From an optimization exercise on the open Yosys and OpenROAD flow, aimed at small area; shortcuts taken in it are not production practice. Power figures rest on the tool's default switching activity, not on a simulated workload.

Setup of job 152:
Design FinalProject, start of the top module:
module FinalProject(answer, submit, clk, rst, redOut, greenOut, LCD_ON, LCD_RW, LCD_EN, LCD_RS, LCD_DATA);
output LCD_ON;	 
output LCD_RW;	 
output LCD_EN;	 
output LCD_RS;	 
output [7:0] LCD_DATA;	 
input [10:0] answer;
input submit, clk, rst;
output redOut, greenOut;
localparam	Start   = 3'd0,
		pulseS  = 3'd1,
		Q       = 3'd2,
		check   = 3'd3,
		wrong   = 3'd4,
		correct = 3'd5,
		pulseW  = 3'd6,
		pulseC  = 3'd7;
localparam	K_Q       = 2'b00,
		K_WRONG   = 2'b01,
		K_CORRECT = 2'b10,
		K_START   = 2'b11;
reg [2:0] S;
reg [4:0] q;
reg Pulse;
reg Match;	 
reg [1:0] Kind;
assign greenOut = Kind[1] & ~Kind[0];
assign redOut = Kind[0] & ~Kind[1];
wire [10:0] SWO;
debounce_DE2_SW deb(clk, rst, answer, SWO);
reg [10:0] Key;
always @(*)
begin
	case (q)
	5'd0:  Key = 11'b00000000001;
	5'd1:  Key = 11'b00000000010;
	5'd2:  Key = 11'b00000000100;
	5'd3:  Key = 11'b00000001000;
	5'd4:  Key = 11'b00000010000;
	5'd5:  Key = 11'b00000100000;
	5'd6:  Key = 11'b00001000000;
	5'd7:  Key = 11'b00010000000;
	5'd8:  Key = 11'b00100000000;
	5'd9:  Key = 11'b01000000000;
	5'd10: Key = 11'b10000000000;
	5'd11: Key = 11'b10000000010;
	5'd12: Key = 11'b10000000100;
	5'd13: Key = 11'b10000001000;
	5'd14: Key = 11'b10000010000;
	5'd15: Key = 11'b10000100000;
	5'd16: Key = 11'b00000000101;
	5'd17: Key = 11'b00000001001;
	5'd18: Key = 11'b00000010001;
	5'd19: Key = 11'b00000100001;
	5'd20: Key = 11'b00001000001;
	5'd21: Key = 11'b00010000001;
	5'd22: Key = 11'b00100000001;
	default: Key = 11'b01000000001;
	endcase
end
always @ (posedge clk or negedge rst)
begin
	if (rst == 1'b0)
	begin
		S <= Start;
		q <= 5'd0;
		Pulse <= 1'b1;
		Match <= 1'b0;
		Kind <= K_START;
	end
	else
	begin
		case (S)
		Start:
		begin
			Kind <= K_START;
			Pulse <= 1'b0;
			if (submit) S <= pulseS;
		end
		pulseS:
		begin
			Pulse <= 1'b1;
			if (!submit) S <= Q;
		end
		Q:
		begin
			Pulse <= 1'b0;
			Match <= (SWO == Key);
			Kind <= K_Q;
			if (submit) S <= check;
		end
		check:
		begin
			Pulse <= 1'b1;
			if (!submit) S <= Q;
			else if (Match) S <= correct;
			else S <= wrong;
		end
		wrong:
  ...
clock: 10.0 ns
lec_check: 0
cap_margin: 20
core_margin: 2
core_utilization: 40
cts_buf_list: sky130_fd_sc_hd__clkbuf_8
cts_cluster_size: 30
slew_margin: 20
run.sh (not shown) runs the stock make flow with config.mk's settings and CLKGATE_MAP_FILE= SYNTH_SCRIPT=/design/flow/synth_recipe.tcl, a recipe that flattens the netlist after the stock synthesis.
Job 152 has completed all stages; timing, DRC and antenna checks passed.
The following lists how job 3579 was set up differently from job 152:
- CTS_CLUSTER_SIZE: 30 -> unset
- CTS_BUF_LIST: sky130_fd_sc_hd__clkbuf_8 -> unset
==> flow/flow/run.sh (new file) <==
#!/bin/bash
# Own layout flow: the standard ORFS flow (standard.sh), with two
# changes: synthesis maps the logic with an area-oriented ABC script
# (flow/abc_area.script, in a copy of ORFS's scripts folder), and clock tree
# synthesis uses fewer, larger clusters and no dummy loads.
set -euo pipefail
W=$PWD
rm -rf "$W/scr"
cp -r "$FLOW_HOME/scripts" "$W/scr"
cp "$W/flow/abc_area.script" "$W/scr/abc_area.script"
CTS="$(cat "$W/flow/cts_args.txt")"
bash "$W/standard.sh" SCRIPTS_DIR="$W/scr" ABC_AREA=1 "CTS_ARGS=$CTS" finish > "$W/orfs_make.log" 2>&1
==> flow/flow/abc_area.script (new file) <==
strash
&get -n
&deepsyn -T 30
&dch
&nf -R 1000
&put
topo
==> flow/flow/cts_args.txt (new file) <==
-sink_clustering_enable -repair_clock_nets -dont_use_dummy_load -buf_list sky130_fd_sc_hd__clkbuf_16 -sink_clustering_size 30 -sink_clustering_max_diameter 100
==> flow/standard.sh (new file) <==
#!/bin/bash
# synth_recipe.tcl (not shown) runs the flow's synth.tcl, then flattens the netlist and writes it again
# the make line also repeats each setting of config.mk as NAME=value (left out here)
make -C /OpenROAD-flow-scripts/flow DESIGN_CONFIG=/design/flow/config.mk WORK_HOME=/design/flow/orfs CLKGATE_MAP_FILE= SYNTH_SCRIPT=/design/flow/synth_recipe.tcl "${@:-finish}"
removed: flow/run.sh
[summary]
Compared with job 152, job 3579 shows worst slack at placement lower by 53 ps. Re wire length the detailed router placed on met1: job 152 was higher than job 3579. Total routing resource utilization after global routing (higher): job 152. Delta (job 3579 minus job 152): global-route wire length before repair moved down, core utilization saw a decrease. Looking at multi-input combinational cell count, job 3579 sits below job 152. Diff job 3579..job 152 | number of sequential storage elements | unchanged. Sequential cell power across job 3579 and job 152: no real change. Proportion of total power due to net switching came out higher on job 3579 than on job 152.
The following lists how job 2174 was set up differently from job 3579:
- putting CTS_BUF_LIST at sky130_fd_sc_hd__clkbuf_4 where nothing was set
==> flow/run.sh (new file) <==
#!/bin/bash
# synth_recipe.tcl (not shown) runs the flow's synth.tcl, then flattens the netlist and writes it again
# the make line also repeats each setting of config.mk as NAME=value (left out here)
make -C /OpenROAD-flow-scripts/flow DESIGN_CONFIG=/design/flow/config.mk WORK_HOME=/design/flow/orfs CLKGATE_MAP_FILE= SYNTH_SCRIPT=/design/flow/synth_recipe.tcl finish
removed: flow/flow/run.sh
removed: flow/flow/abc_area.script
removed: flow/flow/cts_args.txt
removed: flow/standard.sh
Notes after the runs:
The number of filler cells placed in the layout in job 2174 was higher than what job 3579 gave.
Job 2174 vs job 3579 on clock-cell share of area: job 2174 is the higher one.
Job 2174 ended with less combinational power share than job 3579.
Between job 3579 and job 2174, proportion of total power due to net switching decreased.
Row number of inserted diodes: job 2174 higher / job 3579 lower
No run of this note included a check of the RTL's function; only the layout flow was run.

[separate check: timing with driven ports]
How much do the figures lean on ideal ports? The routed layouts below were timed once more, with nothing changed but the port constraints. Step 1: set_driving_cell puts a clkbuf_16 on clk and a buf_2 on each other input, an assumption about the parent block. Step 2 also shifts input and output timing later by t, the mid clock arrival at the registers, as if the neighbouring blocks saw the same clock. a / b / c = ideal / step 1 / step 2; a / b = the first two.
| run | t (ns) | setup slack, ns | worst setup path after step 2 | latest minus earliest clock arrival (ns) |
|---|---|---|---|---|
| job 152 | 0.538 | 5.796 / 5.757 / 6.295 | register to output | 0.027 / 0.027 |
| job 3579 | 0.493 | 5.710 / 5.667 / 6.049 | register to register | 0.051 / 0.051 |
| job 2174 | 0.665 | 5.660 / 5.620 / 6.285 | register to output | 0.037 / 0.037 |
After both steps every run listed still meets setup and hold.
